Source: an optimization exercise on an open RTL-to-GDS flow (aim: small area). Production flows keep margins and buffers that such runs may drop.
Function was checked by simulation only, so behaviour that the tests miss may differ from the original.
No driver is modelled on the clock port, so clock power and skew are understated where the tree is cut down; a real chip needs a root buffer or a tree.
Power figures rest on the tool's default switching activity, not on a simulated workload.

==> flow/design.v (excerpt) <==
module us_sensor(echo,trigger,ss,en,clk,rst);
input clk,echo,rst;
output reg trigger;
output [7:0] ss;
output [2:0] en;
localparam [23:0] TRG_A   = 24'h566bcb;
localparam [23:0] TRG_B   = 24'h566bca;
localparam [23:0] TRG_X   = 24'hea8a91;
localparam [23:0] TRG_M   = ~24'h000520;
localparam [23:0] TRG_POL = 24'haaaaaa;
reg  [23:0] trg_q;
wire [23:0] trg_s   = trg_q ^ TRG_POL;
wire        trg_end = ((trg_s & TRG_M) == (TRG_X & TRG_M));
wire        trg_ld  = rst | trg_end;
wire [23:0] trg_v   = (rst | ~trigger) ? TRG_A : TRG_B;
wire [23:0] trg_n   = trg_ld ? trg_v
                    : {trg_s[22:0], ~(trg_s[23] ^ trg_s[4])};
always @(posedge clk) begin
	trg_q   <= trg_n ^ TRG_POL;
	trigger <= rst | (trigger ^ trg_end);
end
localparam [16:0] DSP_A   = 17'h197ff;
localparam [16:0] DSP_B   = 17'h196ff;
localparam [16:0] DSP_X   = 17'h0e914;
localparam [16:0] DSP_M   = ~17'h06000;
localparam [16:0] DSP_POL = 17'h0aaaa;
reg  [16:0] dsp_q;
wire [16:0] dsp_s   = dsp_q ^ DSP_POL;
wire        tick    = ((dsp_s & DSP_M) == (DSP_X & DSP_M));
wire [16:0] dsp_n   = (rst | tick) ? (rst ? DSP_A : DSP_B)
                    : {dsp_s[15:0], ~(dsp_s[16] ^ dsp_s[13])};
always @(posedge clk)
  ...
==> module us_sensor, before the edit <==
module us_sensor(echo,trigger,ss,en,clk,rst);
input clk,echo,rst;
output reg trigger;
output [7:0] ss;
output [2:0] en;
localparam [23:0] TRG_A   = 24'h566bcb;
localparam [23:0] TRG_B   = 24'h566bca;
localparam [23:0] TRG_X   = 24'hea8a91;
localparam [23:0] TRG_M   = ~24'h000520;
localparam [23:0] TRG_POL = 24'haaaaaa;
reg  [23:0] trg_q;
wire [23:0] trg_s   = trg_q ^ TRG_POL;
wire        trg_end = ((trg_s & TRG_M) == (TRG_X & TRG_M));
wire        trg_ld  = rst | trg_end;
wire [23:0] trg_v   = (rst | ~trigger) ? TRG_A : TRG_B;
wire [23:0] trg_n   = trg_ld ? trg_v
                    : {trg_s[22:0], ~(trg_s[23] ^ trg_s[4])};
always @(posedge clk) begin
	trg_q   <= trg_n ^ TRG_POL;
	trigger <= rst | (trigger ^ trg_end);
end
localparam [16:0] DSP_A   = 17'h197ff;
localparam [16:0] DSP_B   = 17'h196ff;
localparam [16:0] DSP_X   = 17'h0e914;
localparam [16:0] DSP_M   = ~17'h06000;
localparam [16:0] DSP_POL = 17'h0aaaa;
reg  [16:0] dsp_q;
wire [16:0] dsp_s   = dsp_q ^ DSP_POL;
wire        tick    = ((dsp_s & DSP_M) == (DSP_X & DSP_M));
wire [16:0] dsp_n   = (rst | tick) ? (rst ? DSP_A : DSP_B)
                    : {dsp_s[15:0], ~(dsp_s[16] ^ dsp_s[13])};
always @(posedge clk)
	dsp_q <= dsp_n ^ DSP_POL;
localparam [12:0] GAP_X   = 13'h15fb;
localparam [12:0] GAP_M   = ~13'h0101;    
localparam [12:0] GAP_POL = 13'h0aaa;
reg  [12:0] gap_q;
reg  [4:0]  ph;
wire        ph_long = ~ph[0] & ~ph[1];    
wire        ph_first = ph[0] & ph[1];     
wire [4:0]  ph_adv;
assign ph_adv[0] = ~ph[0] & ~ph[1];
assign ph_adv[1] = (ph[0] & ~ph[1] & ~ph[4]) | (ph[0] & ~ph[2]);
assign ph_adv[2] = (~ph[1] & ph[2] & ~ph[4]) | (~ph[0] & ph[2] & ph[4]) | (ph[1] & ~ph[2]);
assign ph_adv[3] = (~ph[2] & ph[3]) | (~ph[0] & ph[1] & ph[2] & ~ph[3]) | (~ph[1] & ph[3]);
assign ph_adv[4] = (ph[1] & ph[2] & ph[3]) | (~ph[0] & ph[4]) | (~ph[2] & ph[4]);
wire [12:0] gap_s   = gap_q ^ GAP_POL;
wire        gap_end = ((gap_s & GAP_M) == (GAP_X & GAP_M));
wire        gap_ld  = rst | ~echo | gap_end;
wire [12:0] gap_n   = gap_ld ? {12'd0, ~(ph_long & echo & ~rst)}
                    : {gap_s[11:0], ~(gap_s[12] ^ gap_s[2])};
always @(posedge clk) begin
	gap_q <= gap_n ^ GAP_POL;
	if (rst | ~echo)
		ph <= 5'd7;
	else if (gap_end)
		ph <= ph_adv;
end
reg  [3:0] r0, r1, r2;
wire r_clr = rst | (echo & ph_first & ~gap_end);
wire r_inc = echo & gap_end;
wire [3:0] t0 = {r_inc & r0[0] & (r0[3] | (r0[2] & r0[1])), r_inc & r0[0] & r0[1], r_inc & r0[0] & ~r0[3], r_inc};
wire       c0 = r_inc & r0[0] & r0[3];
wire [3:0] t1 = {c0 & r1[0] & (r1[3] | (r1[2] & r1[1])), c0 & r1[0] & r1[1], c0 & r1[0] & ~r1[3], c0};
wire       c1 = c0 & r1[0] & r1[3];
wire [3:0] t2 = {c1 & r2[0] & r2[1] & r2[2], c1 & r2[0] & r2[1], c1 & r2[0], c1};
wire [3:0] r0_n = (r0 ^ t0) & {4{~r_clr}};
wire [3:0] r1_n = (r1 ^ t1) & {4{~r_clr}};
wire [3:0] r2_n = (r2 ^ t2) & {4{~r_clr}};
reg [3:0] d0, d1, d2;
always @(posedge clk) begin
	r0 <= r0_n; r1 <= r1_n; r2 <= r2_n;
	if (rst | ~echo) begin
		d0 <= r0_n; d1 <= r1_n; d2 <= r2_n;
	end
end
reg  [1:0] pos;
reg  [3:0] dig;
wire [1:0] pos_n = {pos[1] ^ pos[0], ~pos[0] | pos[1]};    
always @(posedge clk) begin
	if (rst) begin
		pos <= 0;
		dig <= 4'd8;
	end else if (tick) begin
		pos <= pos_n;
		case (pos_n)
			2'd1: if (!(d2[3] & d2[1])) dig <= d2;    
			2'd2: dig <= d1;
			default: dig <= d0;
		endcase
	end
end
assign en = {pos[1] ^ pos[0], pos[0], pos[1]};
wire [6:0] seg;
assign seg[0] = (dig == 4'd1) | (dig == 4'd4) | (dig == 4'd10) | (dig == 4'd12) | (dig == 4'd14);
assign seg[1] = (dig == 4'd5) | (dig == 4'd6);
assign seg[2] = 1'b0;
assign seg[3] = (dig == 4'd1) | (dig == 4'd2) | (dig == 4'd4) | (dig == 4'd7) | (dig == 4'd12) | (dig == 4'd13) | (dig == 4'd14) | (dig == 4'd15);
assign seg[4] = (dig == 4'd1) | (dig == 4'd3) | (dig == 4'd4) | (dig == 4'd5) | (dig == 4'd7) | (dig == 4'd9) | (dig == 4'd10) | (dig == 4'd11);
assign seg[5] = (dig == 4'd1) | (dig == 4'd2) | (dig == 4'd3) | (dig == 4'd7);
assign seg[6] = (dig == 4'd0) | (dig == 4'd1) | (dig == 4'd7);
assign ss = {1'b1, seg};
endmodule
Settings: LEC_CHECK=0, CAP_MARGIN=20, CORE_MARGIN=2, CORE_UTILIZATION=40, PLACE_DENSITY=0.6, SLEW_MARGIN=20; clock period 30.0 ns.
standard.sh (not shown) runs the stock make flow with config.mk's settings and CLKGATE_MAP_FILE= SYNTH_SCRIPT=/design/flow/synth_recipe.tcl, a recipe that flattens the netlist after the stock synthesis.
==> flow/flow/run.sh <==
#!/bin/bash
# Layout flow: the standard flow (standard.sh) with these changes:
#  - synthesis is the standard flow's (synth_recipe.tcl and ORFS synth.tcl) with only
#    ABC's mapping script replaced by an area-oriented one (abc_area.script),
#  - port buffers are buf_1 (BUFFER_PORTS_ARGS),
#  - after the floorplan, every combinational cell that synthesis upsized is
#    replaced by the smallest cell of the same function (downsize.tcl); the
#    later repair steps fix any slew or load violation this makes,
#  - after CTS, the clock tree is rebuilt as one root buffer feeding one
#    leaf buffer per cluster of nearby registers (clocktree.tcl).
# Each tool's full output is in the ORFS logs under orfs/logs and in
# standard.log here.
set -e
here=$(pwd)
sed "s#^  log_cmd abc {\*}\$abc_args#  set abc_args [lreplace \$abc_args 1 1 $here/flow/abc_area.script]\n&#" \
  $FLOW_HOME/scripts/synth.tcl > $here/synth_abc.tcl
grep -q "flow/abc_area.script" $here/synth_abc.tcl
sed "s#source \$::env(SCRIPTS_DIR)/synth.tcl#source $here/synth_abc.tcl#" synth_recipe.tcl > $here/my_synth.tcl
grep -q "synth_abc.tcl" $here/my_synth.tcl
sed "s#SYNTH_SCRIPT=[^ ]*#SYNTH_SCRIPT=$here/my_synth.tcl#" standard.sh > $here/my_standard.sh
grep -q "my_synth.tcl" $here/my_standard.sh
export BUFFER_PORTS_ARGS="-buffer_cell sky130_fd_sc_hd__buf_1"
export POST_FLOORPLAN_TCL=$here/flow/downsize.tcl
export POST_CTS_TCL=$here/flow/clocktree.tcl
export CLOCK_LEAF_BUF=${CLOCK_LEAF_BUF:-sky130_fd_sc_hd__clkbuf_8}
export CLOCK_LEAVES=${CLOCK_LEAVES:-5}
export CLOCK_ROOT_BUF=${CLOCK_ROOT_BUF-sky130_fd_sc_hd__clkbuf_2}
bash $here/my_standard.sh finish "$@" > standard.log 2>&1
Other scripts of this flow, unchanged in this note and not shown: flow/flow/abc_area.script, flow/flow/clocktree.tcl, flow/flow/downsize.tcl
Next try:
==> flow/design.v (replaced) <==
module us_sensor(echo,trigger,ss,en,clk,rst);
input clk,echo,rst;
output reg trigger;
output [7:0] ss;
output [2:0] en;
localparam [23:0] TRG_A   = 24'h1a325c;
localparam [23:0] TRG_X   = 24'h27bfba;
localparam [23:0] TRG_POL = 24'haaaaaa;
reg  [23:0] trg_q;
wire [23:0] trg_s   = trg_q ^ TRG_POL;
wire        trg_end = (trg_s == TRG_X);
wire        trg_ld  = rst | trg_end;
wire [23:0] trg_v   = {TRG_A[23:1], ~rst & trigger};
wire [23:0] trg_n   = trg_ld ? trg_v
                    : {trg_s[22:0], ~(trg_s[23] ^ trg_s[22] ^ trg_s[21] ^ trg_s[16])};
always @(posedge clk) begin
	trg_q   <= trg_n ^ TRG_POL;
	trigger <= rst | (trigger ^ trg_end);
end
localparam [16:0] DSP_B   = 17'h16d96;
localparam [16:0] DSP_X   = 17'h150e9;
localparam [16:0] DSP_POL = 17'h0aaaa;
reg  [16:0] dsp_q;
wire [16:0] dsp_s   = dsp_q ^ DSP_POL;
wire        tick    = (dsp_s == DSP_X);
wire [16:0] dsp_n   = (rst | tick) ? {DSP_B[16:1], rst}
                    : {dsp_s[15:0], ~(dsp_s[16] ^ dsp_s[13])};
always @(posedge clk)
	dsp_q <= dsp_n ^ DSP_POL;
localparam [12:0] GAP_X   = 13'h058f;
localparam [12:0] GAP_POL = 13'h0aaa;
reg  [12:0] gap_q;
reg  [4:0]  ph;
wire        ph_long = ~ph[0] & ~ph[1];    
wire        ph_first = ph[0] & ph[1];     
wire [4:0]  ph_adv;
assign ph_adv[0] = ~ph[0] & ~ph[1];
assign ph_adv[1] = (ph[0] & ~ph[1] & ~ph[4]) | (ph[0] & ~ph[2]);
assign ph_adv[2] = (~ph[1] & ph[2] & ~ph[4]) | (~ph[0] & ph[2] & ph[4]) | (ph[1] & ~ph[2]);
assign ph_adv[3] = (~ph[2] & ph[3]) | (~ph[0] & ph[1] & ph[2] & ~ph[3]) | (~ph[1] & ph[3]);
assign ph_adv[4] = (ph[1] & ph[2] & ph[3]) | (~ph[0] & ph[4]) | (~ph[2] & ph[4]);
wire [12:0] gap_s   = gap_q ^ GAP_POL;
wire        gap_end = (gap_s == GAP_X);
wire        gap_ld  = rst | ~echo | gap_end;
wire [12:0] gap_n   = gap_ld ? {12'd0, ~(ph_long & echo & ~rst)}
                    : {gap_s[11:0], ~(gap_s[12] ^ gap_s[3] ^ gap_s[2] ^ gap_s[0])};
always @(posedge clk) begin
	gap_q <= gap_n ^ GAP_POL;
	if (rst | ~echo)
		ph <= 5'd7;
	else if (gap_end)
		ph <= ph_adv;
end
reg  [3:0] r0, r1, r2;
reg  [3:0] r0_n, r1_n, r2_n;
function [3:0] bcd_inc(input [3:0] b);
	bcd_inc = {b[3] ? ~b[0] : &b[2:0], b[2] ^ (b[1] & b[0]), (b[1] ^ b[0]) & ~b[3], ~b[0]};
endfunction
wire r0_9 = r0[3] & r0[0];
wire r1_9 = r1[3] & r1[0];
always @* begin
	r0_n = r0; r1_n = r1; r2_n = r2;
	if (rst) begin
		r0_n = 0; r1_n = 0; r2_n = 0;
	end else if (echo) begin
		if (gap_end) begin
			r0_n = bcd_inc(r0);
			if (r0_9) r1_n = bcd_inc(r1);
			if (r0_9 & r1_9) r2_n = {r2[3] | (r2[2] & r2[1] & r2[0]), r2[2] ^ (r2[1] & r2[0]), r2[1] ^ r2[0], ~r2[0]};
		end else if (ph_first) begin
			r0_n = 0; r1_n = 0; r2_n = 0;
		end
	end
end
reg [3:0] d0, d1, d2;
always @(posedge clk) begin
	r0 <= r0_n; r1 <= r1_n; r2 <= r2_n;
	if (rst | ~echo) begin
		d0 <= r0_n; d1 <= r1_n; d2 <= r2_n;
	end
end
reg  [1:0] pos;
reg  [3:0] dig;
wire [1:0] pos_n = {pos[1] ^ pos[0], ~pos[0] | pos[1]};    
always @(posedge clk) begin
	if (rst) begin
		pos <= 0;
		dig <= 4'd8;
	end else if (tick) begin
		pos <= pos_n;
		case (pos_n)
			2'd1: if (!(d2[3] & d2[1])) dig <= d2;    
			2'd2: dig <= d1;
			default: dig <= d0;
		endcase
	end
end
assign en = {pos[1] ^ pos[0], pos[0], pos[1]};
wire [6:0] seg;
assign seg[0] = (dig == 4'd1) | (dig == 4'd4) | (dig == 4'd10) | (dig == 4'd12) | (dig == 4'd14);
assign seg[1] = (dig == 4'd5) | (dig == 4'd6);
assign seg[2] = 1'b0;
assign seg[3] = (dig == 4'd1) | (dig == 4'd2) | (dig == 4'd4) | (dig == 4'd7) | (dig == 4'd12) | (dig == 4'd13) | (dig == 4'd14) | (dig == 4'd15);
assign seg[4] = (dig == 4'd1) | (dig == 4'd3) | (dig == 4'd4) | (dig == 4'd5) | (dig == 4'd7) | (dig == 4'd9) | (dig == 4'd10) | (dig == 4'd11);
assign seg[5] = (dig == 4'd1) | (dig == 4'd2) | (dig == 4'd3) | (dig == 4'd7);
assign seg[6] = (dig == 4'd0) | (dig == 4'd1) | (dig == 4'd7);
assign ss = {1'b1, seg};
endmodule
Result: The new run finished clean. Design area grows by a few percent. Via count grows by roughly a tenth. Register-to-register slack got worse by 0.10 ns. Global-route usage grows by 1.1 points. Wire length grows by roughly a tenth. Area after synthesis grows by a few percent. Combinational power grows by well over a third. Setup slack improved by 0.077 ns. First-iteration DRC count grows by well over a third.
No run of this note takes its clock network from TritonCTS; it comes from the design's own scripts or RTL.

-- port drivers added, routing unchanged --
The results above use ideal ports. As a check the final layouts listed here were re-extracted and re-timed, cells and wires unchanged. Step 1: set_driving_cell puts a clkbuf_16 on clk and a buf_2 on each other input, an assumption about the parent block. Step 2 also shifts input and output timing later by t, the mid clock arrival at the registers, as if the neighbouring blocks saw the same clock. a / b / c = no drivers / after step 1 / after step 2; a / b = the first two.
run	t, ns	slack for setup (ns)	clock arrival spread, ns	cell pins on the clock port's net
the first run	0.464	22.331 / 22.340 / 21.876	0.017 / 0.018	1
the second run	0.479	22.409 / 22.408 / 21.938	0.011 / 0.010	1
After both steps every run listed still meets setup and hold. The setup slack of the second run, which loses most, moves by -0.001 ns with the drivers and by -0.471 ns with both steps.
